This design comes from an exercise in tuning for small area, a short achievable clock period and few clock cycles per item on the open sky130 flow, not from production work.
Where RTL was checked, it was by simulation tests only, not by an equivalence proof against the original.
Only the layout flow was run in run 6; the RTL was not checked for function there.
No activity file was given, so power comes from the tool's default toggle rates.

<file path="config.mk">
export PLATFORM = sky130hd
export DESIGN_NAME = expression_solver
export DESIGN_NICKNAME = expression_solver
export VERILOG_FILES = /design/flow/design.v
export SDC_FILE = /design/flow/constraint.sdc
export NUM_CORES = 4
export LEC_CHECK = 0
export CAP_MARGIN = 20
export CORE_MARGIN = 2
export CORE_UTILIZATION = 80
export SETUP_SLACK_MARGIN = 5
export SLEW_MARGIN = 20
export SYNTH_HIERARCHICAL = 1
export SYNTH_MINIMUM_KEEP_SIZE = 0
</file>
<file path="design.v">
module fa (input a, input b, input c, output s, output co);
    assign s = a ^ b ^ c;
    assign co = (a & b) | (a & c) | (b & c);
endmodule
module ha (input a, input b, output s, output c);
    assign s = a ^ b;
    assign c = a & b;
endmodule
module expression_solver
(
    input clk,
    input rst,
    input start,
    input [7:0] X,
    input [15:0] A,
    input [15:0] B,
    input [15:0] C,
    output [15:0] result,
    output zero,
    output overflow,
    output completed
);
    reg busy;          
    reg done;          
    reg [15:0] T;
    always @(posedge clk or posedge rst)
    begin
        if (rst) begin
            busy <= 1'b0;
            done <= 1'b0;
        end else begin
            if (start) busy <= 1'b1;
            done <= busy;
        end
    end
    wire [15:0] m = busy ? T : A;
    wire [7:0] x = X;
    wire [15:0] kn = ~(busy ? C : B);
    wire pp_0_0 = ~(x[0] & m[0]);
    wire pp_0_1 = ~(x[0] & m[1]);
    wire pp_0_2 = ~(x[0] & m[2]);
    wire pp_0_3 = ~(x[0] & m[3]);
    wire pp_0_4 = ~(x[0] & m[4]);
    wire pp_0_5 = ~(x[0] & m[5]);
    wire pp_0_6 = ~(x[0] & m[6]);
    wire pp_0_7 = ~(x[0] & m[7]);
    wire pp_0_8 = ~(x[0] & m[8]);
    wire pp_0_9 = ~(x[0] & m[9]);
    wire pp_0_10 = ~(x[0] & m[10]);
    wire pp_0_11 = ~(x[0] & m[11]);
    wire pp_0_12 = ~(x[0] & m[12]);
    wire pp_0_13 = ~(x[0] & m[13]);
    wire pp_0_14 = ~(x[0] & m[14]);
    wire pp_0_15 = ~(x[0] & m[15]);
    wire pp_1_0 = ~(x[1] & m[0]);
    wire pp_1_1 = ~(x[1] & m[1]);
    wire pp_1_2 = ~(x[1] & m[2]);
    wire pp_1_3 = ~(x[1] & m[3]);
    wire pp_1_4 = ~(x[1] & m[4]);
    wire pp_1_5 = ~(x[1] & m[5]);
    wire pp_1_6 = ~(x[1] & m[6]);
    wire pp_1_7 = ~(x[1] & m[7]);
    wire pp_1_8 = ~(x[1] & m[8]);
    wire pp_1_9 = ~(x[1] & m[9]);
    wire pp_1_10 = ~(x[1] & m[10]);
    wire pp_1_11 = ~(x[1] & m[11]);
    wire pp_1_12 = ~(x[1] & m[12]);
    wire pp_1_13 = ~(x[1] & m[13]);
    wire pp_1_14 = ~(x[1] & m[14]);
    wire pp_2_0 = ~(x[2] & m[0]);
    wire pp_2_1 = ~(x[2] & m[1]);
    wire pp_2_2 = ~(x[2] & m[2]);
    wire pp_2_3 = ~(x[2] & m[3]);
    wire pp_2_4 = ~(x[2] & m[4]);
    wire pp_2_5 = ~(x[2] & m[5]);
    wire pp_2_6 = ~(x[2] & m[6]);
    wire pp_2_7 = ~(x[2] & m[7]);
    wire pp_2_8 = ~(x[2] & m[8]);
    wire pp_2_9 = ~(x[2] & m[9]);
    wire pp_2_10 = ~(x[2] & m[10]);
    wire pp_2_11 = ~(x[2] & m[11]);
    wire pp_2_12 = ~(x[2] & m[12]);
    wire pp_2_13 = ~(x[2] & m[13]);
    wire pp_3_0 = ~(x[3] & m[0]);
    wire pp_3_1 = ~(x[3] & m[1]);
    wire pp_3_2 = ~(x[3] & m[2]);
    wire pp_3_3 = ~(x[3] & m[3]);
    wire pp_3_4 = ~(x[3] & m[4]);
    wire pp_3_5 = ~(x[3] & m[5]);
    wire pp_3_6 = ~(x[3] & m[6]);
    wire pp_3_7 = ~(x[3] & m[7]);
    wire pp_3_8 = ~(x[3] & m[8]);
    wire pp_3_9 = ~(x[3] & m[9]);
    wire pp_3_10 = ~(x[3] & m[10]);
    wire pp_3_11 = ~(x[3] & m[11]);
    wire pp_3_12 = ~(x[3] & m[12]);
    wire pp_4_0 = ~(x[4] & m[0]);
    wire pp_4_1 = ~(x[4] & m[1]);
    wire pp_4_2 = ~(x[4] & m[2]);
    wire pp_4_3 = ~(x[4] & m[3]);
    wire pp_4_4 = ~(x[4] & m[4]);
    wire pp_4_5 = ~(x[4] & m[5]);
    wire pp_4_6 = ~(x[4] & m[6]);
    wire pp_4_7 = ~(x[4] & m[7]);
    wire pp_4_8 = ~(x[4] & m[8]);
    wire pp_4_9 = ~(x[4] & m[9]);
    wire pp_4_10 = ~(x[4] & m[10]);
    wire pp_4_11 = ~(x[4] & m[11]);
    wire pp_5_0 = ~(x[5] & m[0]);
    wire pp_5_1 = ~(x[5] & m[1]);
    wire pp_5_2 = ~(x[5] & m[2]);
    wire pp_5_3 = ~(x[5] & m[3]);
    wire pp_5_4 = ~(x[5] & m[4]);
    wire pp_5_5 = ~(x[5] & m[5]);
    wire pp_5_6 = ~(x[5] & m[6]);
    wire pp_5_7 = ~(x[5] & m[7]);
    wire pp_5_8 = ~(x[5] & m[8]);
    wire pp_5_9 = ~(x[5] & m[9]);
    wire pp_5_10 = ~(x[5] & m[10]);
    wire pp_6_0 = ~(x[6] & m[0]);
    wire pp_6_1 = ~(x[6] & m[1]);
    wire pp_6_2 = ~(x[6] & m[2]);
    wire pp_6_3 = ~(x[6] & m[3]);
    wire pp_6_4 = ~(x[6] & m[4]);
    wire pp_6_5 = ~(x[6] & m[5]);
    wire pp_6_6 = ~(x[6] & m[6]);
    wire pp_6_7 = ~(x[6] & m[7]);
    wire pp_6_8 = ~(x[6] & m[8]);
    wire pp_6_9 = ~(x[6] & m[9]);
    wire pp_7_0 = ~(x[7] & m[0]);
    wire pp_7_1 = ~(x[7] & m[1]);
    wire pp_7_2 = ~(x[7] & m[2]);
    wire pp_7_3 = ~(x[7] & m[3]);
    wire pp_7_4 = ~(x[7] & m[4]);
    wire pp_7_5 = ~(x[7] & m[5]);
    wire pp_7_6 = ~(x[7] & m[6]);
    wire pp_7_7 = ~(x[7] & m[7]);
    wire pp_7_8 = ~(x[7] & m[8]);
    wire s1, c2;
    fa fa_s1 (pp_0_5, pp_1_4, pp_2_3, s1, c2);
    wire s3, c4;
    fa fa_s3 (pp_0_6, pp_1_5, pp_2_4, s3, c4);
    wire s5, c6;
    fa fa_s5 (pp_3_3, pp_4_2, pp_5_1, s5, c6);
    wire s7, c8;
    fa fa_s7 (pp_0_7, pp_1_6, pp_2_5, s7, c8);
    wire s9, c10;
    fa fa_s9 (pp_3_4, pp_4_3, pp_5_2, s9, c10);
    wire s11, c12;
    fa fa_s11 (pp_6_1, pp_7_0, kn[7], s11, c12);
    wire s13, c14;
    fa fa_s13 (pp_0_8, pp_1_7, pp_2_6, s13, c14);
    wire s15, c16;
    fa fa_s15 (pp_3_5, pp_4_4, pp_5_3, s15, c16);
    wire s17, c18;
    fa fa_s17 (pp_6_2, pp_7_1, kn[8], s17, c18);
    wire s19, c20;
    fa fa_s19 (pp_0_9, pp_1_8, pp_2_7, s19, c20);
    wire s21, c22;
    fa fa_s21 (pp_3_6, pp_4_5, pp_5_4, s21, c22);
    wire s23, c24;
    fa fa_s23 (pp_6_3, pp_7_2, kn[9], s23, c24);
    wire s25, c26;
    fa fa_s25 (pp_0_10, pp_1_9, pp_2_8, s25, c26);
    wire s27, c28;
    fa fa_s27 (pp_3_7, pp_4_6, pp_5_5, s27, c28);
    wire s29, c30;
    fa fa_s29 (pp_6_4, pp_7_3, kn[10], s29, c30);
    wire s31, c32;
    fa fa_s31 (pp_0_11, pp_1_10, pp_2_9, s31, c32);
    wire s33, c34;
    fa fa_s33 (pp_3_8, pp_4_7, pp_5_6, s33, c34);
    wire s35, c36;
    fa fa_s35 (pp_6_5, pp_7_4, kn[11], s35, c36);
    wire s37, c38;
    fa fa_s37 (pp_0_12, pp_1_11, pp_2_10, s37, c38);
    wire s39, c40;
    fa fa_s39 (pp_3_9, pp_4_8, pp_5_7, s39, c40);
    wire s41, c42;
    fa fa_s41 (pp_6_6, pp_7_5, kn[12], s41, c42);
    wire s43, c44;
    fa fa_s43 (pp_0_13, pp_1_12, pp_2_11, s43, c44);
    wire s45, c46;
    fa fa_s45 (pp_3_10, pp_4_9, pp_5_8, s45, c46);
    wire s47, c48;
    fa fa_s47 (pp_6_7, pp_7_6, kn[13], s47, c48);
    wire s49, c50;
    fa fa_s49 (pp_0_14, pp_1_13, pp_2_12, s49, c50);
    wire s51, c52;
    fa fa_s51 (pp_3_11, pp_4_10, pp_5_9, s51, c52);
    wire s53, c54;
    fa fa_s53 (pp_6_8, pp_7_7, kn[14], s53, c54);
    wire s55 = pp_0_15 ^ pp_1_14 ^ pp_2_13;
    wire s56 = pp_3_12 ^ pp_4_11 ^ pp_5_10;
    wire s57 = pp_6_9 ^ pp_7_8 ^ kn[15];
    wire s58, c59;
    fa fa_s58 (pp_0_3, pp_1_2, pp_2_1, s58, c59);
    wire s60, c61;
    fa fa_s60 (pp_0_4, pp_1_3, pp_2_2, s60, c61);
    wire s62, c63;
    fa fa_s62 (pp_3_1, pp_4_0, kn[4], s62, c63);
    wire s64, c65;
    fa fa_s64 (pp_3_2, pp_4_1, pp_5_0, s64, c65);
    wire h66, c67;
    fa fa_h66 (kn[5], s1, 1'b1, h66, c67);
    wire s68, c69;
    fa fa_s68 (pp_6_0, kn[6], c2, s68, c69);
    wire h70, c71;
    fa fa_h70 (s3, s5, 1'b1, h70, c71);
    wire s72, c73;
    fa fa_s72 (c4, c6, s7, s72, c73);
    wire h74, c75;
    fa fa_h74 (s9, s11, 1'b1, h74, c75);
    wire s76, c77;
    fa fa_s76 (c10, c8, s13, s76, c77);
    wire s78, c79;
    fa fa_s78 (s15, c12, s17, s78, c79);
    wire s80, c81;
    fa fa_s80 (c14, c16, s19, s80, c81);
    wire s82, c83;
    fa fa_s82 (s21, c18, s23, s82, c83);
    wire s84, c85;
    fa fa_s84 (c20, c22, s25, s84, c85);
    wire s86, c87;
    fa fa_s86 (s27, c24, s29, s86, c87);
    wire s88, c89;
    fa fa_s88 (c26, c28, s31, s88, c89);
    wire s90, c91;
    fa fa_s90 (s33, c30, s35, s90, c91);
    wire s92, c93;
    fa fa_s92 (c32, c34, s37, s92, c93);
    wire s94, c95;
    fa fa_s94 (s39, c36, s41, s94, c95);
    wire s96, c97;
    fa fa_s96 (c38, c40, s43, s96, c97);
    wire s98, c99;
    fa fa_s98 (s45, c42, s47, s98, c99);
    wire s100, c101;
    fa fa_s100 (c44, c46, s49, s100, c101);
    wire s102, c103;
    fa fa_s102 (s51, c48, s53, s102, c103);
    wire s104 = c50 ^ c52 ^ s55;
    wire s105 = s56 ^ c54 ^ s57;
    wire s106, c107;
    fa fa_s106 (pp_0_2, pp_1_1, pp_2_0, s106, c107);
    wire s108, c109;
    fa fa_s108 (pp_3_0, kn[3], s58, s108, c109);
    wire s110, c111;
    fa fa_s110 (c59, s60, s62, s110, c111);
    wire s112, c113;
    fa fa_s112 (c61, s64, c63, s112, c113);
    wire s114, c115;
    fa fa_s114 (c65, c67, s68, s114, c115);
    wire s116, c117;
    fa fa_s116 (c69, c71, s72, s116, c117);
    wire s118, c119;
    fa fa_s118 (c73, s76, c75, s118, c119);
    wire s120, c121;
    fa fa_s120 (c77, s80, c79, s120, c121);
    wire s122, c123;
    fa fa_s122 (c81, s84, c83, s122, c123);
    wire s124, c125;
    fa fa_s124 (c85, s88, c87, s124, c125);
    wire s126, c127;
    fa fa_s126 (c89, s92, c91, s126, c127);
    wire s128, c129;
    fa fa_s128 (c93, s96, c95, s128, c129);
    wire s130, c131;
    fa fa_s130 (c97, s100, c99, s130, c131);
    wire s132 = c101 ^ s104 ^ c103;
    wire s133, c134;
    fa fa_s133 (pp_0_1, pp_1_0, kn[1], s133, c134);
    wire h135, c136;
    fa fa_h135 (kn[2], s106, 1'b1, h135, c136);
    wire h137, c138;
    fa fa_h137 (c107, s108, 1'b1, h137, c138);
    wire h139, c140;
    fa fa_h139 (c109, s110, 1'b1, h139, c140);
    wire s141, c142;
    fa fa_s141 (h66, c111, s112, s141, c142);
    wire s143, c144;
    fa fa_s143 (c113, h70, s114, s143, c144);
    wire s145, c146;
    fa fa_s145 (h74, c115, s116, s145, c146);
    wire s147, c148;
    fa fa_s147 (s78, c117, s118, s147, c148);
    wire s149, c150;
    fa fa_s149 (s82, c119, s120, s149, c150);
    wire s151, c152;
    fa fa_s151 (s86, c121, s122, s151, c152);
    wire s153, c154;
    fa fa_s153 (s90, c123, s124, s153, c154);
    wire s155, c156;
    fa fa_s155 (s94, c125, s126, s155, c156);
    wire s157, c158;
    fa fa_s157 (s98, c127, s128, s157, c158);
    wire s159, c160;
    fa fa_s159 (s102, c129, s130, s159, c160);
    wire s161 = s105 ^ c131 ^ s132;
    wire [15:0] n0 = {c160, c158, c156, c154, c152, c150, c148, c146, c144, c142, c140, c138, c136, c134, s133, pp_0_0};
    wire [15:0] n1 = {s161, s159, s157, s155, s153, s151, s149, s147, s145, s143, s141, h139, h137, h135, 1'b1, kn[0]};
    wire [15:0] p, g;
    ha ha_0 (n0[0], n1[0], p[0], g[0]);
    ha ha_1 (n0[1], n1[1], p[1], g[1]);
    ha ha_2 (n0[2], n1[2], p[2], g[2]);
    ha ha_3 (n0[3], n1[3], p[3], g[3]);
    ha ha_4 (n0[4], n1[4], p[4], g[4]);
    ha ha_5 (n0[5], n1[5], p[5], g[5]);
    ha ha_6 (n0[6], n1[6], p[6], g[6]);
    ha ha_7 (n0[7], n1[7], p[7], g[7]);
    ha ha_8 (n0[8], n1[8], p[8], g[8]);
    ha ha_9 (n0[9], n1[9], p[9], g[9]);
    ha ha_10 (n0[10], n1[10], p[10], g[10]);
    ha ha_11 (n0[11], n1[11], p[11], g[11]);
    ha ha_12 (n0[12], n1[12], p[12], g[12]);
    ha ha_13 (n0[13], n1[13], p[13], g[13]);
    ha ha_14 (n0[14], n1[14], p[14], g[14]);
    ha ha_15 (n0[15], n1[15], p[15], g[15]);
    wire [15:0] G0 = {g[15:1], g[0] | p[0]};
    wire [15:0] P0 = {p[15:1], 1'b0};
    wire [15:0] G1 = {G0[15:1] | (P0[15:1] & G0[14:0]), G0[0:0]};
    wire [15:0] P1 = {P0[15:1] & P0[14:0], P0[0:0]};
    wire [15:0] G2 = {G1[15:2] | (P1[15:2] & G1[13:0]), G1[1:0]};
    wire [15:0] P2 = {P1[15:2] & P1[13:0], P1[1:0]};
    wire [15:0] G3 = {G2[15:4] | (P2[15:4] & G2[11:0]), G2[3:0]};
    wire [15:0] P3 = {P2[15:4] & P2[11:0], P2[3:0]};
    wire [15:0] G4 = {G3[15:8] | (P3[15:8] & G3[7:0]), G3[7:0]};
    wire [15:0] P4 = {P3[15:8] & P3[7:0], P3[7:0]};
    wire [15:0] y = p ^ ~{G4[14:0], 1'b1};
    always @(posedge clk)
    begin
        if (!done) T <= y;
    end
    assign result = T;
    assign zero = ~|T;
    assign completed = done;
    assign overflow = 1'b0;
endmodule
</file>
<file path="flow/run.sh">
#!/bin/bash
# The standard layout, with the port buffers made from the smallest buffer
# (buf_1) instead of the delay buffer buffer_ports picks by default; the
# resizer still upsizes them where timing, slew or load ask for it.
set -euo pipefail
export BUFFER_PORTS_ARGS="-buffer_cell sky130_fd_sc_hd__buf_1"
bash standard.sh > standard_finish.log 2>&1
</file>
<file path="standard.sh">
#!/bin/bash
# synth_recipe.tcl (not shown) runs the flow's synth.tcl, then flattens the netlist and writes it again
# the make line also repeats each setting of config.mk as NAME=value (left out here)
make -C /OpenROAD-flow-scripts/flow DESIGN_CONFIG=/design/flow/config.mk WORK_HOME=/design/flow/orfs CLKGATE_MAP_FILE= SYNTH_SCRIPT=/design/flow/synth_recipe.tcl "${@:-finish}"
</file>
<file path="constraint.sdc">
create_clock -name core_clock -period 11.0 [get_ports {clk}]
set_input_delay 2.2000 -clock core_clock [delete_from_list [all_inputs] [get_ports {clk}]]
set_output_delay 2.2000 -clock core_clock [all_outputs]
set_load 0.01 [all_outputs]
</file>
==> results of run 1 <==
==> cell families (layout without fill, tap and decap cells) <==
family / count (synthesis) / after routing / share of synthesized area, %
xor+xnor: 24 / 24 / 5.52
compound gates: 33 / 33 / 6.48
mux: 32 / 32 / 9.14
simple gates: 142 / 142 / 15.6
fa+ha+maj: 94 / 94 / 46.1
flops: 18 / 18 / 13.9
other cells: 2 / 8 / 0.197
buf+inv: 25 / 92 / 2.99
==> path summary, 6_finish.rpt <==
kind / start / end / slack [ns] / depth (start not counted)
max: A[7] / T[11]$_DFFE_PN_ / 5.01 / 14
min: busy$_DFFE_PP0P_ / done$_DFF_PP0_ / 0.80 / 0
max reg2reg: busy$_DFFE_PP0P_ / T[11]$_DFFE_PN_ / 5.70 / 14
min reg2reg: busy$_DFFE_PP0P_ / done$_DFF_PP0_ / 0.80 / 0
max in group asynchronous: rst / done$_DFF_PP0_ / 9.13 / 2
min in group asynchronous: rst / busy$_DFFE_PP0P_ / 1.76 / 2
==> placed cells by master (no fill, tap or decap), types with 3 or more instances in the layout <==
cell type / n
nor4_1: 4
nand2_1: 109
mux2_4: 10
nor2_1: 5
edfxtp_1: 16
o21ai_0: 4
conb_1: 8
nor3_1: 5
a21oi_1: 6
inv_1: 9
buf_2: 5
a21oi_2: 4
fa_1: 74
nand3_1: 5
buf_4: 3
or2_2: 3
buf_1: 69
xnor2_1: 18
xor2_1: 6
clkbuf_8: 3
fa_2: 3
mux2_2: 6
ha_1: 14
mux2i_1: 16
==> report_power, final <==
part | switching, mW | internal (mW) | total (mW) | leakage (nW)
sequential | 0.000000000000000327 | 0.102 | 0.102 | 0.161
clock | 0.0233 | 0.0249 | 0.0482 | 0.0231
combinational | 0.311 | 0.236 | 0.547 | 1.50
==> registers in the layout (all words and copies together) (netlist names) <==
name and cells:
done 1, T 16, busy 1
==> per-module statistics from Yosys, one instance, submodules excluded <==
module / copies in the design / cell area (um2) / cells
ha: 16 / 12.5 / 1
expression_solver: 1 / 2060 / 277
fa: 77 / 20.0 / 1
==> critical path, cell delays in order <==
cell and delay (ns):
buf_1 0.08, mux2_4 0.33, nand2_1 0.13, fa_1 0.43
fa_1 0.52, fa_1 0.46, fa_1 0.51, ha_2 0.31
nand2_1 0.10, a2bb2oi_2 0.17, a21oi_1 0.09, a211o_1 0.35
buf_4 0.17, xnor2_1 0.12
==> cell type report <==
| type | count | area, um2 | share of cell area (%) |
|---|---|---|---|
| clock buffers | 3 | 41.3 | 0.971 |
| clock inverters | 1 | 3.75 | 0.0882 |
| inverters | 9 | 33.8 | 0.794 |
| multi-input cells | 333 | 3260 | 76.6 |
| flip-flops and latches | 18 | 531 | 12.5 |
| well taps | 54 | 67.6 | 1.59 |
| repair buffers | 79 | 319 | 7.50 |
==> routing by layer <==
| metal | wire length (um) | vias up | share of wire, % | track usage [%] |
|---|---|---|---|---|
| met5 | 0 | - | 0 | 0 |
| met4 | 611 | 0 | 5.9 | 16.3 |
| met3 | 852 | 65 | 8.2 | 3.73 |
| met2 | 5480 | 250 | 53 | 71.3 |
| met1 | 3460 | 1642 | 33 | 48.9 |
| li1 | - | 1366 | - | - |
==> through the flow <==
stage	worst slack (ns)	utilization, %	cell area, um2	power [mW]
6_report	5.01	91.3	4250	0.697
5_1_grt	4.94	91.3	4250	0.738
4_1_cts	5.02	89.5	4170	0.640
3_5_place_dp	4.37	88.2	4110	0.586
3_3_place_gp	4.60	88.2	4110	0.556
2_1_floorplan	5.03	-	3840	0.476
==> what timing repair did <==
item	4_1_cts	5_1_grt
buffers inserted	0	2
cloned	0	0
endpoints found under the hold margin	0	0
endpoints found under the setup margin	7	7
pin swaps	0	5
resized for setup	8	19
==> run notes, run 1 <==
status: no timing/DRC/antenna violations
normalized max-slew margin: 54.6%
DIE AREA: 5320 um2
I/O Buffers: 76
Root Driver: clkbuf_8
synthesis-stage register bit count: 18
HPWL after DPL: 8.09 mm
CTS clock-pin slew for the worst setup and hold paths: 0.07 ns
Post-Synthesis Cells: 370
clk buf depth: 2
critical path class: primary input to flop
post-synthesis sequential area ratio: 13.9%
vias per inst: 6.69
# fillers: 191
P_leak: 1.69 nW
ant diodes: 0
Avg Cell Area, Syn: 10.3 um2
worst skew pair latency: 0.26 ns
initial core utilization: 81.6%
clk_skew: 0.00671 ns
drt first pass iters: 5
dpl cells: 491
crit share post-route: 54.4%
Post-Syn Area: 3800 um2
Worst-Margin Slew: 0.680 ns
maximum clock rate: 167 MHz
ANT nets after route: 0
gr usage total: 39.6%
largest net degree at the start of global routing: 22
vias in the first global route: 3412
Async S/R FF share, synth: 11.1%
Synth area leaders: fa_1 41%, edfxtp_1 13%, nand2_1 11%
Synth cell types: 50
crit path DAT: 5.98 ns
Tmin final: 5.99 ns
CP Launch Type: primary input
GRT Residual Overflow: 0
count leader, synth: nand2_1
Final TNS setup: 0 ns
row count: 25
Final Instance Count excl. Fillers: 497
Die Y: 73.0 um
Worst Hold Class: flop to flop
area leader, netlist: fa_1
CTS H-tree lvls: 1
initial antenna violation count: 0
Hold-fix buffers, CTS: 0
Routed wire per std cell: 20.9 um
Via Count: 3323
Hold Slack: 0.802 ns
YS warnings: 7
CTS tree: built
Top FF cell, synth: edfxtp_1
core area: 4660 um2
initial drt markers: 305
Syn-to-layout area delta: 11.8%
cts bufs inserted: 3
drt total wl: 10.4 mm
Layout Nets: 597
Yosys top cell area share: 40.5%
PD cells: 164 nW/um2
Setup Viol. Count Final: 0
Peak supply drop: 0.171 mV
Clock Sinks: 18
RSZ-0062 raised after global routing: no
Die Width: 73.0 um
required time of the critical path: 11.00 ns
DRC Markers: 0
final hold vios: 0
# IOs: 78
first-pass GRT wire length: 15.8 mm
max-cap viol count: 0
EDFF count, synth: 16
Slew Viols, Final: 0
share of layout cells above drive strength 1: 10.8%
CP endpoint kind: flop
GPL Wtd Cong: 0.894
maximum fanout along the worst path: 8
Post-synth top cells: 109 x nand2_1, 77 x fa_1, 18 x xnor2_1
Testbench counts, summed over its fixed seeds: cycles 3,600, items 1,200.
==> run 2, diff against run 1 <==
--- a/config.mk
+++ b/config.mk
@@ -7,7 +7,7 @@
 export LEC_CHECK = 0
 export CAP_MARGIN = 20
 export CORE_MARGIN = 2
-export CORE_UTILIZATION = 80
+export CORE_UTILIZATION = 60
 export SETUP_SLACK_MARGIN = 5
 export SLEW_MARGIN = 20
 export SYNTH_HIERARCHICAL = 1
==> run 2 against run 1 <==
  * Still clean on timing, DRC and antenna
  * Cell count up 4.0%
  * Setup slack improved by 0.15 ns
  * Clock-buffer cell count unchanged
  * Final area fell by 0.76%
  * Sequential share of layout area grew 0.13 points
  * Combinational power is 11% lower
  * Utilization down 24 points
  * Critical path type unchanged
  * Critical endpoint is now T[15]$_DFFE_PN_
  * Highest routed layer unchanged
==> run notes, run 2 <==
status: no timing/DRC/antenna violations
Via Count: 2938 (-12%)
Peak supply drop: 0.140 mV (-18%)
CTS tree: built
Setup Viol. Count Final: 0 (unchanged)
CP endpoint kind: flop
Synth Area in XOR/XNOR: 5.52% (unchanged)
Hold-fix buffers, CTS: 0 (unchanged)
HPWL after DPL: 7.40 mm (-8.5%)
# IOs: 78 (unchanged)
Routed wire per std cell: 16.8 um (-20%)
first-pass GRT wire length: 14.2 mm (-10%)
biggest regs: T (16), busy (1), done (1)
maximum fanout along the worst path: 8 (unchanged)
maximum clock rate: 171 MHz (+2.6%)
Final TNS setup: 0 ns (unchanged)
Root Driver: clkbuf_8
vias in the first global route: 2960 (-13%)
post-synthesis mux area share: 9.14% (unchanged)
critical path class: primary input to flop
Post-Synth Adder-Cell Area: 46.1% (unchanged)
share of layout cells above drive strength 1: 9.32% (-1.5 points)
Synth Area in Simple Gates: 15.6% (unchanged)
post-synthesis sequential area ratio: 13.9% (unchanged)
final core utilization: 67.6% (-24 points)
clk_skew: 0.00483 ns (-0.00188 ns)
DIE AREA: 6990 um2 (+31%)
CTS H-tree lvls: 1 (unchanged)
Syn-to-layout area delta: 11.0%
Synth area leaders: fa_1 41%, edfxtp_1 13%, nand2_1 11%
Worst-Margin Slew: 0.935 ns (+0.254 ns)
Clock power frac: 7.6% (+0.7 points)
EDFF count, synth: 16 (unchanged)
ANT nets after route: 0 (unchanged)
largest net degree at the start of global routing: 35 (+59%)
row count: 29 (+16%)
compound-cell area share of the yosys netlist: 6.48% (unchanged)
cts bufs inserted: 3 (unchanged)
initial drt markers: 162 (-47%)
ant diodes: 0 (unchanged)
worst skew pair latency: 0.26 ns (about the same)
Async S/R FF share, synth: 11.1% (unchanged)
vias per inst: 5.68 (-15%)
initial antenna violation count: 0 (unchanged)
Post-synth top cells: 109 x nand2_1, 77 x fa_1, 18 x xnor2_1
Most flops, register: T
Synth cell types: 50 (unchanged)
P_int: 0.341 mW (-5.8%)
commonest non-fill, non-tap cell in the layout: nand2_1
core area: 6240 um2 (+34%)
Tmin final: 5.83 ns (-0.153 ns)
max-cap viol count: 0 (unchanged)
PD cells: 150 nW/um2 (-8.2%)
P_leak: 1.65 nW (-2.1%)
Worst Hold Class: flop to flop
Layout Nets: 594 (-0.50%)
I/O Buffers: 76 (unchanged)
RSZ-0062 raised after global routing: no
Top FF cell, synth: edfxtp_1
r2r setup slk: 6.02 ns (+0.32 ns)
switching pwr: 0.294 mW (-12%)
synthesis-stage register bit count: 18 (unchanged)
CTS clock-pin slew for the worst setup and hold paths: 0.07 ns (about the same)
commonest non-fill, non-tap cells in the layout: 109 x nand2_1, 76 x fa_1, 69 x buf_1
Yosys top cell area share: 40.5% (unchanged)
crit share post-route: 53.0% (-1.4 points)
GRT Residual Overflow: 0 (unchanged)
CP Launch Type: primary input
Slew Viols, Final: 0 (unchanged)
drt first pass iters: 4 (-1)
Sw Share: 46.2% (-1.8 points)
normalized max-slew margin: 37.7% (-17 points)
Post-Synthesis Cells: 370 (unchanged)
drt total wl: 8.70 mm (-16%)
sequential power share: 16.0% (+1.4 points)
required time of the critical path: 11.01 ns (about the same)
main combinational cell family by area after synthesis: adder cells
clk buf depth: 2 (unchanged)
Setup Buffers After CTS: 0 (unchanged)
Avg Cell Area, Syn: 10.3 um2 (unchanged)
power share of the combinational group: 76.4% (-2.1 points)
Die Width: 83.6 um (+15%)
GPL Wtd Cong: 0.867 (-3.1%)
gr usage total: 25.9% (-14 points)
count leader, synth: nand2_1
PostCTS Resize Cnt: 5 (-3)
crit path DAT: 5.84 ns (-0.14 ns)
area leader, netlist: fa_1
YS warnings: 7 (unchanged)
final hold vios: 0 (unchanged)
Largest register FFs: 16 (unchanged)
Clock Sinks: 18 (unchanged)
Die Y: 83.6 um (+15%)
DRC Markers: 0 (unchanged)
initial core utilization: 61.0% (-21 points)
Post-Syn Area: 3800 um2 (unchanged)
-- run 2: cell count changes in the layout (fill, tap and decap cells not counted), moves of 2 or more --
| cell | delta |
|---|---|
| mux2_2 | +4 |
| mux2_4 | -4 |
| buf_4 | -3 |
| a21oi_1 | +2 |
| a21oi_2 | -2 |
| fa_1 | +2 |
| fa_2 | -2 |
-- run 2: Yosys stat by module, one instance, submodules excluded --
module	cell area (um2)	copies in the design
expression_solver	2060	1
ha	12.5	16
fa	20.0	77
-- run 2: critical path, stage by stage --
cell	delay [ns]
buf_1	0.07
mux2_2	0.34
nand2_1	0.13
fa_1	0.46
fa_1	0.45
fa_1	0.51
fa_1	0.42
ha_2	0.41
nand2_1	0.08
a2bb2oi_2	0.14
a21oi_1	0.14
a211o_1	0.20
a41oi_2	0.14
xor2_1	0.15
-- run 2: per-stage QoR --
step / cells / instance area (um2) / total power, mW / setup slack [ns] / hold WS, ns
6_report: 517 / 4220 / 0.635 / 5.17 / 0.897
3_5_place_dp: 513 / 4130 / 0.574 / 4.44 / 0.896
5_1_grt: 517 / 4220 / 0.699 / 5.00 / 0.966
3_3_place_gp: 513 / 4130 / 0.565 / 4.53 / 0.859
4_1_cts: 517 / 4180 / 0.624 / 5.03 / 0.909
2_1_floorplan: 376 / 3840 / 0.476 / 5.03 / 0.355
-- run 2: final cells by class --
| cell class | count | area [um2] |
|---|---|---|
| Clock inverter | 1 | 3.75 |
| Multi-Input combinational cell | 333 | 3220 |
| Timing Repair Buffer | 76 | 297 |
| Sequential cell | 18 | 532 |
| Clock buffer | 3 | 41.3 |
| Inverter | 9 | 33.8 |
| Fill cell | 524 | 2020 |
| Tap cell | 77 | 96.3 |
-- run 2: metal layers --
metal	part of all wire, %	wire length [um]	GRT usage, %
met5	0	0	0
met4	1.0	88	5.72
met3	4.7	405	2.57
met2	56	4880	47.1
met1	38	3330	33.7
-- run 2: logic make-up after synthesis --
group / count (synthesis)
xor+xnor: 24
fa+ha+maj: 94
other cells: 2
compound gates: 33
simple gates: 142
buf+inv: 25
flops: 18
mux: 32
-- run 2: worst paths after layout --
kind                       depth (start not counted)          endpoint        startpoint
max                                               14   T[15]$_DFFE_PN_              A[3]
min in group asynchronous                          2    done$_DFF_PP0_               rst
max in group asynchronous                          2  busy$_DFFE_PP0P_               rst
min reg2reg                                        1    T[1]$_DFFE_PN_    done$_DFF_PP0_
max reg2reg                                       13   T[15]$_DFFE_PN_  busy$_DFFE_PP0P_
min                                                1    T[1]$_DFFE_PN_    done$_DFF_PP0_
-- run 2: power groups by stage --
stage	clock, mW	sequential [mW]	combinational [mW]
3_3_place_gp	0	0.103	0.462
4_1_cts	0.0490	0.102	0.473
5_1_grt	0.0534	0.102	0.543
2_1_floorplan	0	0.103	0.372
6_report	0.0480	0.102	0.485
3_5_place_dp	0	0.103	0.470
==> run 3, diff against run 2 <==
--- a/config.mk
+++ b/config.mk
@@ -8,6 +8,7 @@
 export CAP_MARGIN = 20
 export CORE_MARGIN = 2
 export CORE_UTILIZATION = 60
+export CTS_BUF_LIST = sky130_fd_sc_hd__clkbuf_4
 export SETUP_SLACK_MARGIN = 5
 export SLEW_MARGIN = 20
 export SYNTH_HIERARCHICAL = 1
==> run 3 against run 2 <==
  * Still clean
  * Die area unchanged
  * Combinational power about the same
  * Area after synthesis unchanged
  * Global-route usage down 0.085 points
  * Final area down 0.98%
  * Power down 2.2%
  * Clock-buffer cell count unchanged
  * Synthesized cell count unchanged
  * Critical path depth down 1
  * Largest cell class unchanged
  * Largest power group unchanged
==> run notes, run 3 <==
worst skew pair latency: 0.31 ns (+0.05 ns)
YS warnings: 7 (unchanged)
crit path DAT: 5.95 ns (+0.11 ns)
DIE AREA: 6990 um2 (unchanged)
Setup Viol. Count Final: 0 (unchanged)
crit share post-route: 53.5% (+0.44 points)
maximum clock rate: 170 MHz (-0.82%)
max-cap viol count: 0 (unchanged)
Routed wire per std cell: 16.8 um (-0.28%)
Yosys top cell area share: 40.5% (unchanged)
Worst Hold Class: flop to flop
clk buf depth: 2 (unchanged)
CTS clock-pin slew for the worst setup and hold paths: 0.11 ns (+0.04 ns)
status: no timing/DRC/antenna violations
Layout Nets: 594 (unchanged)
vias per inst: 5.65 (-0.54%)
switching pwr: 0.295 mW (+0.50%)
Setup WS post-layout: 5.12 ns (-0.0483 ns)
P_int: 0.326 mW (-4.6%)
Setup Buffers After CTS: 0 (unchanged)
Synth cell types: 50 (unchanged)
Tmin final: 5.88 ns (+0.0483 ns)
Clock Sinks: 18 (unchanged)
GPL Wtd Cong: 0.867 (unchanged)
drt first pass iters: 4 (unchanged)
Via Count: 2922 (-0.54%)
Worst-Margin Slew: 0.899 ns (-0.0359 ns)
Hold-fix buffers, CTS: 0 (unchanged)
Post-Synthesis Cells: 370 (unchanged)
# fillers: 530 (+1.1%)
Peak supply drop: 0.140 mV (+0.12%)
clk_skew: 0.00184 ns (-0.00299 ns)
critical path class: primary input to flop
commonest non-fill, non-tap cells in the layout: 109 x nand2_1, 76 x fa_1, 70 x buf_1
Largest register FFs: 16 (unchanged)
synthesis-stage register bit count: 18 (unchanged)
EDFF count, synth: 16 (unchanged)
Final Instance Count excl. Fillers: 517 (unchanged)
maximum fanout along the worst path: 10 (+2)
CP endpoint kind: flop
Post-synth top cells: 109 x nand2_1, 77 x fa_1, 18 x xnor2_1
area leader, netlist: fa_1
largest net degree at the start of global routing: 35 (unchanged)
Setup WS pre-CTS: 4.44 ns (unchanged)
footprint of the multi-input gates: 3200 um2 (-0.58%)
sequential power share: 16.4% (+0.4 points)
biggest regs: T (16), busy (1), done (1)
required time of the critical path: 11.07 ns (+0.06 ns)
CTS H-tree lvls: 1 (unchanged)
min-delay src: done$_DFF_PP0_
register area: 532 um2 (unchanged)
count leader, synth: nand2_1
CP Launch Type: primary input
Post-Syn Area: 3800 um2 (unchanged)
Root Driver: clkbuf_4
dpl cells: 513 (unchanged)
Sw Share: 47.5% (+1.3 points)
Slew Viols, Final: 0 (unchanged)
Most flops, register: T
gr usage total: 25.8% (-0.085 points)
P_leak: 1.63 nW (-1.4%)
Syn-to-layout area delta: 9.87%
initial core utilization: 61.0% (unchanged)
vias in the first global route: 2959 (-0.034%)
Synth area leaders: fa_1 41%, edfxtp_1 13%, nand2_1 11%
Async S/R FF share, synth: 11.1% (unchanged)
HPWL after DPL: 7.40 mm (unchanged)
core area: 6240 um2 (unchanged)
DP Area: 4130 um2 (unchanged)
Finished Cell Area: 4180 um2 (-0.98%)
first-pass GRT wire length: 14.1 mm (-0.14%)
Avg Cell Area, Syn: 10.3 um2 (unchanged)
Top FF cell, synth: edfxtp_1
initial antenna violation count: 0 (unchanged)
Die Y: 83.6 um (unchanged)
share of layout cells above drive strength 1: 8.41% (-0.91 points)
normalized max-slew margin: 40.1% (+2.4 points)
initial drt markers: 123 (-24%)
DRC Markers: 0 (unchanged)
row count: 29 (unchanged)
# IOs: 78 (unchanged)
Clock power frac: 5.9% (-1.7 points)
PD cells: 148 nW/um2 (-1.3%)
RSZ-0062 raised after global routing: yes
Die Width: 83.6 um (unchanged)
GRT Residual Overflow: 0 (unchanged)
ant diodes: 0 (unchanged)
ANT nets after route: 0 (unchanged)
Final TNS setup: 0 ns (unchanged)
power share of the combinational group: 77.7% (+1.3 points)
commonest non-fill, non-tap cell in the layout: nand2_1
post-synthesis sequential area ratio: 13.9% (unchanged)
drt total wl: 8.68 mm (-0.28%)
I/O Buffers: 76 (unchanged)
Worst R2R Start: busy$_DFFE_PP0P_
Worst Setup SP: X[6]
cts bufs inserted: 3 (unchanged)
final hold vios: 0 (unchanged)
CTS tree: built
[run 3: kinds of logic (layout without fill, tap and decap cells)]
| logic type | after synthesis | in the layout | synth area share (%) |
|---|---|---|---|
| other cells | 2 | 8 | 0.197 |
| buf+inv | 25 | 89 | 2.99 |
| mux | 32 | 32 | 9.14 |
| simple gates | 142 | 142 | 15.6 |
| flops | 18 | 18 | 13.9 |
| compound gates | 33 | 33 | 6.48 |
| fa+ha+maj | 94 | 94 | 46.1 |
| xor+xnor | 24 | 24 | 5.52 |
[run 3: final cells by class]
type | count | area share (%)
clock inverter | 1 | 0.0898
inverter | 9 | 0.808
sequential | 18 | 12.7
clock buffer | 3 | 0.539
timing repair buffer | 76 | 7.00
multi-input combinational | 333 | 76.5
tap | 77 | 2.30
[run 3: per-module statistics from Yosys (local to each module, per instance)]
module             flops+latches  times used  cells
expression_solver             18           1    277
ha                             0          16      1
fa                             0          77      1
[run 3: power groups by stage]
stage / registers, mW / clock network (mW) / logic [mW]
after global placement: 0.103 / 0 / 0.462
after detailed placement: 0.103 / 0 / 0.470
after CTS: 0.102 / 0.0365 / 0.473
after global routing: 0.102 / 0.0412 / 0.539
after floorplan: 0.103 / 0 / 0.372
final: 0.102 / 0.0367 / 0.482
[run 3: worst paths after layout]
kind,endpoint,slack (ns),cells after the start
max,T[15]$_DFFE_PN_,5.12,13
min,T[1]$_DFFE_PN_,0.91,1
max reg2reg,T[15]$_DFFE_PN_,5.93,13
min reg2reg,T[1]$_DFFE_PN_,0.91,1
max in group asynchronous,busy$_DFFE_PP0P_,9.20,2
min in group asynchronous,done$_DFF_PP0_,1.68,2
[run 3: timing repair]
action	4_1_cts	5_1_grt
setup endpoints to repair	7	5
resized for setup	5	4
hold endpoints to repair	0	0
[run 3: through the flow]
step	power [mW]	hold slack [ns]	utilization [%]
detailed placement	0.574	0.896	66.2
global route	0.681	0.969	67.0
global placement	0.565	0.859	66.2
floorplan	0.476	0.355	-
finish	0.621	0.911	67.0
CTS	0.612	0.918	66.7
[run 3: worst max-delay path, cell delays in order]
cell       delay, ns
buf_1           0.38
nand2_1         0.16
fa_1            0.53
fa_1            0.43
fa_1            0.51
fa_1            0.42
ha_1            0.38
nand2_1         0.11
a2bb2oi_2       0.15
a21oi_1         0.08
a211o_1         0.29
a41oi_2         0.23
xor2_1          0.09
[run 3: routing by layer]
layer  wire (um)  up-vias  GRT usage, %
met3         288        8          2.57
met4          99        0          5.28
met2        4840       73          47.1
met1        3450     1482          33.6
li1            -     1359             -
met5           0        -             0
==> run 4, diff against run 3 <==
==> flow/run.sh (replaced) <==
#!/bin/bash
set -euo pipefail
export BUFFER_PORTS_ARGS="-buffer_cell sky130_fd_sc_hd__buf_1"
export SETUP_SLACK_MARGIN=6
bash standard.sh > standard_finish.log 2>&1
--- a/config.mk
+++ b/config.mk
@@ -8,8 +8,6 @@
 export CAP_MARGIN = 20
 export CORE_MARGIN = 2
 export CORE_UTILIZATION = 60
-export CTS_BUF_LIST = sky130_fd_sc_hd__clkbuf_4
-export SETUP_SLACK_MARGIN = 5
 export SLEW_MARGIN = 20
 export SYNTH_HIERARCHICAL = 1
 export SYNTH_MINIMUM_KEEP_SIZE = 0
==> run 4 against run 3 <==
  * Global-route usage increased by 2.4 points
  * Cell count rose by 2.5%
  * Wire length increased by 7.5%
  * Final area increased by 9.5%
  * Clock power is 34% higher
  * Power rose by 25%
  * Setup slack improved by 0.17 ns
==> run notes, run 4 <==
Tmin final: 5.71 ns (-0.169 ns)
drt total wl: 9.33 mm (+7.5%)
Via Count: 3034 (+3.8%)
Synth cell types: 50 (unchanged)
WHS Path Cells: 1 (unchanged)
core area: 6240 um2 (unchanged)
share of layout cells above drive strength 1: 21.2% (+13 points)
Setup WS pre-CTS: 4.62 ns (+0.171 ns)
PD cells: 169 nW/um2 (+14%)
P_leak: 1.77 nW (+8.7%)
# fillers: 471 (-11%)
Syn-to-layout area delta: 20.3%
register area: 532 um2 (unchanged)
CP Launch Type: primary input
Final Instance Count excl. Fillers: 530 (+2.5%)
EDFF count, synth: 16 (unchanged)
min-delay src: done$_DFF_PP0_
row count: 29 (unchanged)
largest net degree at the start of global routing: 35 (unchanged)
required time of the critical path: 11.00 ns (-0.07 ns)
Async S/R FF share, synth: 11.1% (unchanged)
Post-Syn Area: 3800 um2 (unchanged)
Clock Sinks: 18 (unchanged)
first-pass GRT wire length: 15.5 mm (+9.5%)
Largest register FFs: 16 (unchanged)
worst flop-to-flop path endpoint: T[15]$_DFFE_PN_
footprint of the multi-input gates: 3450 um2 (+7.8%)
Die Y: 83.6 um (unchanged)
slowest CP cell: fa_1
post-synthesis sequential area ratio: 13.9% (unchanged)
initial antenna violation count: 0 (unchanged)
Yosys top cell area share: 40.5% (unchanged)
GPL Wtd Cong: 0.833 (-3.9%)
synthesis-stage register bit count: 18 (unchanged)
area leader, netlist: fa_1
Finished Cell Area: 4580 um2 (+9.5%)
Worst R2R Start: busy$_DFFE_PP0P_
critical path class: primary input to flop
total chip power: 0.773 mW (+25%)
Hold-fix buffers, CTS: 0 (unchanged)
drt first pass iters: 4 (unchanged)
cts bufs inserted: 3 (unchanged)
Routed wire per std cell: 17.6 um (+4.9%)
Post-synth top cells: 109 x nand2_1, 77 x fa_1, 18 x xnor2_1
I/O Buffers: 76 (unchanged)
Setup Viol. Count Final: 0 (unchanged)
vias per inst: 5.72 (+1.3%)
slowest cell delay on critical path: 0.53 ns (about the same)
final hold vios: 0 (unchanged)
Peak supply drop: 0.125 mV (-10%)
normalized max-slew margin: 33.6% (-6.5 points)
clk_skew: 0.00726 ns (+0.00542 ns)
Most flops, register: T
R2R cell count: 13 (unchanged)
Root Driver: clkbuf_8
vias in the first global route: 3232 (+9.2%)
maximum fanout along the worst path: 8 (-2)
# IOs: 78 (unchanged)
clk buf depth: 2 (unchanged)
CTS clock-pin slew for the worst setup and hold paths: 0.07 ns (-0.04 ns)
RSZ-0062 raised after global routing: yes
max-cap viol count: 0 (unchanged)
buffer and inverter count on the worst path: 1 (unchanged)
CTS tree: built
Top FF cell, synth: edfxtp_1
Layout Nets: 607 (+2.2%)
HPWL after DPL: 7.56 mm (+2.1%)
DP Area: 4290 um2 (+3.8%)
commonest non-fill, non-tap cells in the layout: 96 x nand2_1, 67 x fa_1, 67 x buf_1
GRT Residual Overflow: 0 (unchanged)
crit path cell chain: buf_1, mux2_4, nand2_2, fa_2, fa_2, fa_1, fa_1, ha_4, a21oi_2, a2bb2oi_2, a21oi_1, a211o_1, a41oi_2, xor2_1
ANT nets after route: 0 (unchanged)
critical path's top delay family: adder cells
status: no timing/DRC/antenna violations
YS warnings: 7 (unchanged)
Worst-Margin Slew: 0.997 ns (+0.0979 ns)
gr usage total: 28.2% (+2.4 points)
Worst Hold Class: flop to flop
ant diodes: 0 (unchanged)
final core utilization: 73.3% (+6.4 points)
commonest non-fill, non-tap cell in the layout: nand2_1
Final TNS setup: 0 ns (unchanged)
initial core utilization: 61.0% (unchanged)
CTS H-tree lvls: 1 (unchanged)
maximum clock rate: 175 MHz (+3.0%)
crit share post-route: 51.9% (-1.5 points)
initial drt markers: 91 (-26%)
Avg Cell Area, Syn: 10.3 um2 (unchanged)
Post-Synthesis Cells: 370 (unchanged)
Slew Viols, Final: 0 (unchanged)
DIE AREA: 6990 um2 (unchanged)
Setup WS post-layout: 5.29 ns (+0.169 ns)
dpl cells: 513 (unchanged)
worst skew pair latency: 0.26 ns (-0.05 ns)
r2r setup slk: 6.13 ns (+0.20 ns)
count leader, synth: nand2_1
Die Width: 83.6 um (unchanged)
Hold Slack: 0.885 ns (-0.0265 ns)
crit path DAT: 5.71 ns (-0.24 ns)
Synth area leaders: fa_1 41%, edfxtp_1 13%, nand2_1 11%
biggest regs: T (16), busy (1), done (1)
Min-Delay Endpoint: T[9]$_DFFE_PN_
CP endpoint kind: flop
DRC Markers: 0 (unchanged)
[run 4: cells by family (layout without fill, tap and decap cells)]
logic type / count (synthesis) / after routing / synth area share, %
simple gates: 142 / 142 / 15.6
other cells: 2 / 8 / 0.197
fa+ha+maj: 94 / 94 / 46.1
xor+xnor: 24 / 24 / 5.52
mux: 32 / 32 / 9.14
compound gates: 33 / 33 / 6.48
flops: 18 / 18 / 13.9
buf+inv: 25 / 102 / 2.99
[run 4: what timing repair did]
item                       in CTS  in global routing
gates cloned                    0                  0
pin swaps                      18                 13
setup endpoints to repair      12                 10
buffers inserted               13                  0
gates resized for setup        31                  9
[run 4: cell type report]
| class | count | share of cell area [%] |
|---|---|---|
| Clock buffer | 4 | 0.984 |
| Inverter | 9 | 0.738 |
| Multi-Input combinational cell | 333 | 75.4 |
| Sequential cell | 18 | 11.6 |
| Tap cell | 77 | 2.10 |
| Timing Repair Buffer | 89 | 9.19 |
[run 4: power breakdown]
| group | total, mW | switching (mW) | internal [mW] | leakage, nW |
|---|---|---|---|---|
| Clock | 0.0490 | 0.0232 | 0.0258 | 0.0228 |
| Combinational | 0.622 | 0.321 | 0.301 | 1.59 |
| Sequential | 0.102 | 0.000000000000000411 | 0.102 | 0.161 |
[run 4: worst max-delay path by stage]
stage	start	to	slack [ns]	depth (start not counted)
after floorplan	X[0]	T[15]$_DFFE_PN_	5.27	14
after detailed placement	X[0]	T[15]$_DFFE_PN_	4.62	12
after CTS	A[7]	T[15]$_DFFE_PN_	5.30	14
after global routing	A[7]	T[15]$_DFFE_PN_	5.18	14
after global placement	X[0]	T[14]$_DFFE_PN_	4.68	13
final	A[3]	T[15]$_DFFE_PN_	5.29	14
[run 4: metal layers]
metal  global-route usage [%]  vias up  share of wire [%]
li1                         -     1388                  -
met3                     2.87       12                4.7
met5                        0        -                  0
met4                     4.40        0                1.3
met1                     36.0     1538                 39
met2                     52.9       96                 55
[run 4: Yosys stat by module, one instance, submodules excluded]
module             cells  flops+latches  copies in the design
expression_solver    277             18                     1
ha                     1              0                    16
fa                     1              0                    77
==> run 5, diff against run 4 <==
==> flow/run.sh (replaced) <==
#!/bin/bash
set -euo pipefail
export BUFFER_PORTS_ARGS="-buffer_cell sky130_fd_sc_hd__buf_1"
export SETUP_SLACK_MARGIN=5.5
bash standard.sh > standard_finish.log 2>&1
==> run 5 against run 4 <==
  * Maximum frequency shrank 0.82%
  * Critical path depth unchanged
  * Non-clock buffer count rose by 4
  * Global-route usage fell by 1.1 points
  * First-iteration DRC count grew 20%
  * Still clean
  * Clock-buffer cell count decreased by 1
  * Flip-flop and latch count is the same
  * Highest routed layer unchanged
  * Final area grew 0.57%
  * Hold slack got worse by 0.0026 ns
  * Combinational power up 11%
  * Clock skew rose by 0.0014 ns
  * Register-to-register slack lost 0.08 ns
  * Critical path type unchanged
==> run notes, run 5 <==
status: no timing/DRC/antenna violations
ant diodes: 0 (unchanged)
largest net degree at the start of global routing: 35 (unchanged)
Layout Nets: 611 (+0.66%)
CTS H-tree lvls: 1 (unchanged)
Sw Share: 44.9% (+0.36 points)
DRC Markers: 0 (unchanged)
ANT nets after route: 0 (unchanged)
Clock Sinks: 18 (unchanged)
P_leak: 1.80 nW (+1.8%)
critical path class: primary input to flop
CTS clock-pin slew for the worst setup and hold paths: 0.07 ns (about the same)
initial core utilization: 61.0% (unchanged)
Routed wire per std cell: 18.1 um (+3.0%)
required time of the critical path: 11.01 ns (about the same)
vias per inst: 5.80 (+1.3%)
synthesis-stage register bit count: 18 (unchanged)
Synth area leaders: fa_1 41%, edfxtp_1 13%, nand2_1 11%
core area: 6240 um2 (unchanged)
Largest register FFs: 16 (unchanged)
Worst Hold Class: flop to flop
initial antenna violation count: 0 (unchanged)
Hold-fix buffers, CTS: 0 (unchanged)
commonest non-fill, non-tap cell in the layout: nand2_1
RSZ-0062 raised after global routing: yes
clk_skew: 0.00863 ns (+0.00138 ns)
PD cells: 182 nW/um2 (+7.9%)
# IOs: 78 (unchanged)
dpl cells: 513 (unchanged)
Final TNS setup: 0 ns (unchanged)
CP Launch Type: primary input
Post-Syn Area: 3800 um2 (unchanged)
area leader, netlist: fa_1
Slew Viols, Final: 0 (unchanged)
final hold vios: 0 (unchanged)
I/O Buffers: 76 (unchanged)
drt total wl: 9.68 mm (+3.8%)
CTS tree: built
biggest regs: T (16), busy (1), done (1)
Yosys top cell area share: 40.5% (unchanged)
clk buf depth: 2 (unchanged)
gr usage total: 27.1% (-1.1 points)
normalized max-slew margin: 32.0% (-1.6 points)
Die Width: 83.6 um (unchanged)
GPL Wtd Cong: 0.829 (-0.54%)
Tmin final: 5.76 ns (+0.0471 ns)
Setup Viol. Count Final: 0 (unchanged)
share of layout cells above drive strength 1: 20.8% (-0.40 points)
HPWL after DPL: 7.62 mm (+0.79%)
sequential power share: 12.1% (-1.1 points)
post-synthesis sequential area ratio: 13.9% (unchanged)
crit share post-route: 52.3% (+0.43 points)
maximum clock rate: 174 MHz (-0.82%)
count leader, synth: nand2_1
EDFF count, synth: 16 (unchanged)
drt first pass iters: 4 (unchanged)
Async S/R FF share, synth: 11.1% (unchanged)
Via Count: 3098 (+2.1%)
Post-synth top cells: 109 x nand2_1, 77 x fa_1, 18 x xnor2_1
Worst-Margin Slew: 1.02 ns (+0.0240 ns)
commonest non-fill, non-tap cells in the layout: 97 x nand2_1, 69 x fa_1, 68 x buf_1
switching pwr: 0.377 mW (+9.4%)
max-cap viol count: 0 (unchanged)
Synth cell types: 50 (unchanged)
Die Y: 83.6 um (unchanged)
maximum fanout along the worst path: 7 (-1)
vias in the first global route: 3165 (-2.1%)
crit path DAT: 5.77 ns (+0.06 ns)
DIE AREA: 6990 um2 (unchanged)
Top FF cell, synth: edfxtp_1
YS warnings: 7 (unchanged)
initial drt markers: 109 (+20%)
Final Instance Count excl. Fillers: 534 (+0.75%)
r2r setup slk: 6.05 ns (-0.08 ns)
GRT Residual Overflow: 0 (unchanged)
Most flops, register: T
power share of the combinational group: 82.3% (+1.8 points)
cts bufs inserted: 3 (unchanged)
CP endpoint kind: flop
P_int: 0.462 mW (+7.8%)
row count: 29 (unchanged)
Syn-to-layout area delta: 21.0%
worst skew pair latency: 0.25 ns (about the same)
Post-Synthesis Cells: 370 (unchanged)
first-pass GRT wire length: 15.0 mm (-3.1%)
Root Driver: clkbuf_8
Peak supply drop: 0.126 mV (about the same)
Clock power frac: 5.6% (-0.7 points)
Avg Cell Area, Syn: 10.3 um2 (unchanged)
-- run 5: cell counts after synthesis --
Identical to the previous run, type by type.
-- run 5: area by class of cell --
type,instances,area [um2]
Sequential cell,18,532
Inverter,9,33.8
Multi-Input combinational cell,333,3460
Clock inverter,1,3.75
Timing Repair Buffer,93,435
Tap cell,77,96.3
Fill cell,486,1640
Clock buffer,3,41.3
-- run 5: timing repair --
item | CTS | global route
setup endpoints to repair | 10 | 8
pin swaps | 6 | 10
gates resized for setup | 29 | 26
buffers inserted | 4 | 13
-- run 5: final timing paths --
path	startpoint	end	depth (start not counted)
min	done$_DFF_PP0_	T[10]$_DFFE_PN_	1
max in group asynchronous	rst	busy$_DFFE_PP0P_	2
min in group asynchronous	rst	done$_DFF_PP0_	2
max reg2reg	busy$_DFFE_PP0P_	T[15]$_DFFE_PN_	14
min reg2reg	done$_DFF_PP0_	T[10]$_DFFE_PN_	1
max	A[6]	T[11]$_DFFE_PN_	14
-- run 5: per-module statistics from Yosys, one instance, submodules excluded --
module	flops+latches	copies in the design	cells
fa	0	77	1
ha	0	16	1
expression_solver	18	1	277
-- run 5: critical path, cell delays in order --
cell       delay [ns]
buf_1            0.07
mux2_4           0.32
nand2_1          0.09
fa_1             0.43
fa_1             0.51
fa_1             0.43
fa_1             0.56
ha_4             0.24
nand2_2          0.07
a2bb2oi_2        0.17
a21oi_2          0.07
a211o_1          0.31
buf_6            0.16
xnor2_4          0.12
-- run 5: layer usage --
metal	vias to the layer above	track usage, %	share of wire [%]
met3	17	3.17	4.0
met2	101	51.3	57
met1	1583	32.9	38
li1	1397	-	-
met4	0	6.30	1.6
met5	-	0	0
-- run 5: kinds of logic after synthesis --
logic type / Yosys count / share of synthesized area [%]
compound gates: 33 / 6.48
fa+ha+maj: 94 / 46.1
simple gates: 142 / 15.6
xor+xnor: 24 / 5.52
buf+inv: 25 / 2.99
other cells: 2 / 0.197
mux: 32 / 9.14
flops: 18 / 13.9
-- run 5: power groups by stage --
stage	combinational, mW	sequential (mW)	clock, mW
finish	0.690	0.102	0.0467
global route	0.747	0.102	0.0512
CTS	0.560	0.102	0.0470
detailed placement	0.512	0.103	0
global placement	0.504	0.103	0
floorplan	0.411	0.103	0
-- run 5: stage by stage --
stage / util (%) / worst slack (ns) / total power, mW / cell area (um2) / hold WS [ns]
after detailed placement: 67.7 / 4.48 / 0.615 / 4220 / 0.856
after floorplan: - / 5.27 / 0.514 / 3950 / 0.355
after global placement: 67.7 / 4.55 / 0.607 / 4220 / 0.846
after global routing: 73.8 / 5.13 / 0.900 / 4600 / 0.962
final: 73.8 / 5.24 / 0.839 / 4600 / 0.882
after CTS: 70.3 / 5.29 / 0.709 / 4390 / 0.884
==> run 6, diff against run 5 <==
--- a/design.v
+++ b/design.v
@@ -22,7 +22,7 @@
 );
     reg busy;          
     reg done;          
-    reg [15:0] T;
+    reg [15:0] S0, S1;
     always @(posedge clk or posedge rst)
     begin
         if (rst) begin
@@ -33,6 +33,34 @@
             done <= busy;
         end
     end
+    wire [15:0] p, g;
+    ha ha_0 (S0[0], S1[0], p[0], g[0]);
+    ha ha_1 (S0[1], S1[1], p[1], g[1]);
+    ha ha_2 (S0[2], S1[2], p[2], g[2]);
+    ha ha_3 (S0[3], S1[3], p[3], g[3]);
+    ha ha_4 (S0[4], S1[4], p[4], g[4]);
+    ha ha_5 (S0[5], S1[5], p[5], g[5]);
+    ha ha_6 (S0[6], S1[6], p[6], g[6]);
+    ha ha_7 (S0[7], S1[7], p[7], g[7]);
+    ha ha_8 (S0[8], S1[8], p[8], g[8]);
+    ha ha_9 (S0[9], S1[9], p[9], g[9]);
+    ha ha_10 (S0[10], S1[10], p[10], g[10]);
+    ha ha_11 (S0[11], S1[11], p[11], g[11]);
+    ha ha_12 (S0[12], S1[12], p[12], g[12]);
+    ha ha_13 (S0[13], S1[13], p[13], g[13]);
+    ha ha_14 (S0[14], S1[14], p[14], g[14]);
+    ha ha_15 (S0[15], S1[15], p[15], g[15]);
+    wire [15:0] G0 = {g[15:1], g[0] | p[0]};
+    wire [15:0] P0 = {p[15:1], 1'b0};
+    wire [15:0] G1 = {G0[15:1] | (P0[15:1] & G0[14:0]), G0[0:0]};
+    wire [15:0] P1 = {P0[15:1] & P0[14:0], P0[0:0]};
+    wire [15:0] G2 = {G1[15:2] | (P1[15:2] & G1[13:0]), G1[1:0]};
+    wire [15:0] P2 = {P1[15:2] & P1[13:0], P1[1:0]};
+    wire [15:0] G3 = {G2[15:4] | (P2[15:4] & G2[11:0]), G2[3:0]};
+    wire [15:0] P3 = {P2[15:4] & P2[11:0], P2[3:0]};
+    wire [15:0] G4 = {G3[15:8] | (P3[15:8] & G3[7:0]), G3[7:0]};
+    wire [15:0] P4 = {P3[15:8] & P3[7:0], P3[7:0]};
+    wire [15:0] T = p ^ ~{G4[14:0], 1'b1};
     wire [15:0] m = busy ? T : A;
     wire [7:0] x = X;
     wire [15:0] kn = ~(busy ? C : B);
@@ -299,37 +327,12 @@
     wire s161 = s105 ^ c131 ^ s132;
     wire [15:0] n0 = {c160, c158, c156, c154, c152, c150, c148, c146, c144, c142, c140, c138, c136, c134, s133, pp_0_0};
     wire [15:0] n1 = {s161, s159, s157, s155, s153, s151, s149, s147, s145, s143, s141, h139, h137, h135, 1'b1, kn[0]};
-    wire [15:0] p, g;
-    ha ha_0 (n0[0], n1[0], p[0], g[0]);
-    ha ha_1 (n0[1], n1[1], p[1], g[1]);
-    ha ha_2 (n0[2], n1[2], p[2], g[2]);
-    ha ha_3 (n0[3], n1[3], p[3], g[3]);
-    ha ha_4 (n0[4], n1[4], p[4], g[4]);
-    ha ha_5 (n0[5], n1[5], p[5], g[5]);
-    ha ha_6 (n0[6], n1[6], p[6], g[6]);
-    ha ha_7 (n0[7], n1[7], p[7], g[7]);
-    ha ha_8 (n0[8], n1[8], p[8], g[8]);
-    ha ha_9 (n0[9], n1[9], p[9], g[9]);
-    ha ha_10 (n0[10], n1[10], p[10], g[10]);
-    ha ha_11 (n0[11], n1[11], p[11], g[11]);
-    ha ha_12 (n0[12], n1[12], p[12], g[12]);
-    ha ha_13 (n0[13], n1[13], p[13], g[13]);
-    ha ha_14 (n0[14], n1[14], p[14], g[14]);
-    ha ha_15 (n0[15], n1[15], p[15], g[15]);
-    wire [15:0] G0 = {g[15:1], g[0] | p[0]};
-    wire [15:0] P0 = {p[15:1], 1'b0};
-    wire [15:0] G1 = {G0[15:1] | (P0[15:1] & G0[14:0]), G0[0:0]};
-    wire [15:0] P1 = {P0[15:1] & P0[14:0], P0[0:0]};
-    wire [15:0] G2 = {G1[15:2] | (P1[15:2] & G1[13:0]), G1[1:0]};
-    wire [15:0] P2 = {P1[15:2] & P1[13:0], P1[1:0]};
-    wire [15:0] G3 = {G2[15:4] | (P2[15:4] & G2[11:0]), G2[3:0]};
-    wire [15:0] P3 = {P2[15:4] & P2[11:0], P2[3:0]};
-    wire [15:0] G4 = {G3[15:8] | (P3[15:8] & G3[7:0]), G3[7:0]};
-    wire [15:0] P4 = {P3[15:8] & P3[7:0], P3[7:0]};
-    wire [15:0] y = p ^ ~{G4[14:0], 1'b1};
     always @(posedge clk)
     begin
-        if (!done) T <= y;
+        if (!done) begin
+            S0 <= n0;
+            S1 <= n1;
+        end
     end
     assign result = T;
     assign zero = ~|T;
==> flow/run.sh (replaced) <==
#!/bin/bash
# The standard layout, with the port buffers made from the smallest buffer
# (buf_1) instead of the delay buffer buffer_ports picks by default; the
# resizer still upsizes them where timing, slew or load ask for it.
set -euo pipefail
export BUFFER_PORTS_ARGS="-buffer_cell sky130_fd_sc_hd__buf_1"
bash standard.sh > standard_finish.log 2>&1
--- a/config.mk
+++ b/config.mk
@@ -7,7 +7,8 @@
 export LEC_CHECK = 0
 export CAP_MARGIN = 20
 export CORE_MARGIN = 2
-export CORE_UTILIZATION = 60
+export CORE_UTILIZATION = 40
+export SETUP_SLACK_MARGIN = 5
 export SLEW_MARGIN = 20
 export SYNTH_HIERARCHICAL = 1
 export SYNTH_MINIMUM_KEEP_SIZE = 0
==> run 6 against run 5 <==
  * Flip-flop and latch count up 15
  * Power shrank 51%
  * Area after synthesis up 16%
  * Utilization fell by 28 points
  * Via count is 9.8% higher
  * Global-route usage down 7.3 points
  * Non-clock buffer count shrank 12
  * Largest cell class unchanged
==> run notes, run 6 <==
Routed wire per std cell: 16.9 um (-6.7%)
maximum fanout along the worst path: 18 (+11)
CP Launch Type: primary input
share of layout cells above drive strength 1: 6.99% (-14 points)
final hold vios: 0 (unchanged)
Via Count: 3403 (+9.8%)
biggest regs: S0 (16), S1 (15)
clk buf depth: 2 (unchanged)
drt first pass iters: 5 (+1)
initial core utilization: 41.0% (-20 points)
Tmin final: 5.80 ns (+0.0450 ns)
CTS clock-pin slew for the worst setup and hold paths: 0.07 ns (about the same)
required time of the critical path: 11.05 ns (+0.04 ns)
PD cells: 82.5 nW/um2 (-55%)
Hold-fix buffers, CTS: 0 (unchanged)
maximum clock rate: 172 MHz (-0.78%)
# fillers: 1044 (+110%)
Final TNS setup: 0 ns (unchanged)
status: no timing/DRC/antenna violations
Post-Synthesis Cells: 427 (+15%)
gr usage total: 19.8% (-7.3 points)
Synth Area in XOR/XNOR: 5.40% (-0.12 points)
Post-Syn Area: 4420 um2 (+16%)
crit path DAT: 5.85 ns (+0.08 ns)
Avg Cell Area, Syn: 10.4 um2 (+0.76%)
Most flops, register: S0
Syn-to-layout area delta: 12.5%
Clock Sinks: 33 (+15)
critical path class: primary input to flop
ANT nets after route: 0 (unchanged)
initial drt markers: 267 (+140%)
Worst Hold Class: flop to flop
post-synthesis mux area share: 4.61% (-4.5 points)
largest net degree at the start of global routing: 51 (+46%)
Post-synth top cells: 104 x nand2_1, 77 x fa_1, 31 x edfxtp_1
RSZ-0062 raised after global routing: no
drt total wl: 10.8 mm (+12%)
EDFF count, synth: 31 (+15)
post-synthesis sequential area ratio: 22.2% (+8.2 points)
P_leak: 1.91 nW (+6.1%)
Synth cell types: 56 (+12%)
row count: 38 (+31%)
I/O Buffers: 76 (unchanged)
area leader, netlist: fa_1
CP endpoint kind: flop
clk_skew: 0.00783 ns (-0.000805 ns)
max-cap viol count: 0 (unchanged)
Worst-Margin Slew: 0.762 ns (-0.258 ns)
# IOs: 78 (unchanged)
Finished Cell Area: 4980 um2 (+8.2%)
DRC Markers: 0 (unchanged)
HPWL after DPL: 8.75 mm (+15%)
cts bufs inserted: 5 (+2)
final core utilization: 46.1% (-28 points)
vias per inst: 5.31 (-8.5%)
GPL Wtd Cong: 0.895 (+8.0%)
DIE AREA: 11900 um2 (+70%)
Slew Viols, Final: 0 (unchanged)
core area: 10800 um2 (+73%)
Root Driver: clkbuf_8
normalized max-slew margin: 49.2% (+17 points)
Async S/R FF share, synth: 6.06% (-5.1 points)
synthesis-stage register bit count: 33 (+15)
initial antenna violation count: 0 (unchanged)
Die Width: 109 um (+31%)
total chip power: 0.411 mW (-51%)
compound-cell area share of the yosys netlist: 8.23% (+1.8 points)
Largest register FFs: 16 (unchanged)
Die Y: 109 um (+31%)
GRT Residual Overflow: 0 (unchanged)
Peak supply drop: 0.0383 mV (-69%)
==> run 6: changes by cell type in the layout (fill, tap and decap cells not counted), moves of 6 or more <==
cell,change
buf_1,+6
buf_4,-12
edfxtp_1,+15
fa_1,+8
fa_2,-8
ha_1,+7
ha_4,-6
inv_1,+14
mux2_4,-12
nand2_1,+7
nand2_2,-11
nor2_1,+16
==> run 6: repair_timing <==
item,in CTS,in global routing
buffers inserted,0,1
gates resized for setup,0,6
setup endpoints to repair,0,1
==> run 6: layout make-up <==
class	count	area [um2]	area share (%)
clock buffer	6	72.6	1.46
sequential	33	982	19.7
timing repair buffer	81	330	6.63
multi-input combinational	357	3300	66.3
tap	140	175	3.52
inverter	22	82.6	1.66
clock inverter	2	33.8	0.679
==> run 6: critical path, stage by stage <==
cell	delay, ns
clkdlybuf4s15_1	0.66
nand2_1	0.16
fa_1	0.56
fa_1	0.44
fa_1	0.42
xnor2_1	0.19
xnor2_1	0.18
xnor2_1	0.17
xnor2_1	0.16
xnor2_1	0.15
xnor2_1	0.15
xnor3_1	0.25
xor2_1	0.15
==> run 6: metrics by stage <==
step,hold WS [ns],instances,setup slack (ns)
after floorplan,0.423,433,5.25
after global placement,0.831,632,4.89
after detailed placement,0.839,632,4.77
after CTS,0.850,640,5.08
after global routing,0.892,641,5.00
final,0.840,641,5.20
==> run 6: logic make-up after synthesis <==
group / Yosys count
muxes: 20
xor gates and xnor gates: 24
AOI/OAI and AO/OA: 49
and+or+nand+nor: 162
other: 2
DFF: 33
buffers and inverters: 43
adders and majority gates: 94
==> run 6: where the power goes <==
group,internal (mW),switching [mW]
clock,0.0668,0.0445
combinational,0.0684,0.0793
sequential,0.151,0.000000000000000191
==> run 6: Yosys stat by module (local to each module, per instance) <==
module | flops+latches | times used | area, um2 | cells
expression_solver | 33 | 1 | 2680 | 334
fa | 0 | 77 | 20.0 | 1
ha | 0 | 16 | 12.5 | 1
==> run 6: path summary, 6_finish.rpt <==
path | from | end | slack (ns) | cells after the start
max in group asynchronous | rst | busy$_DFFE_PP0P_ | 9.17 | 2
min in group asynchronous | rst | done$_DFF_PP0_ | 1.71 | 2
setup reg to reg | S1[0]$_DFFE_PN_ | S1[15]$_DFFE_PN_ | 5.24 | 21
hold / removal | done$_DFF_PP0_ | S0[15]$_DFFE_PN_ | 0.84 | 2
hold reg to reg | done$_DFF_PP0_ | S0[15]$_DFFE_PN_ | 0.84 | 2
setup / recovery | X[1] | S1[15]$_DFFE_PN_ | 5.20 | 13
==> run 6: per-layer routing <==
layer  track usage [%]  up-vias  wire [um]  part of all wire, %
li1                  -     1564          -                    -
met1              29.1     1710       4880                   45
met2              31.4      122       5210                   48
met3              2.75        7        670                  6.2
met4              3.98        0         92                 0.85
met5                 0        -          0                    0

Setup slack of run 6, layout unchanged: 5.197 ns with ideal ports, 5.199 ns with driving cells assumed (clock clkbuf_16, inputs buf_2), 4.879 ns with port delays also shifted by the 0.320 ns mid clock arrival.
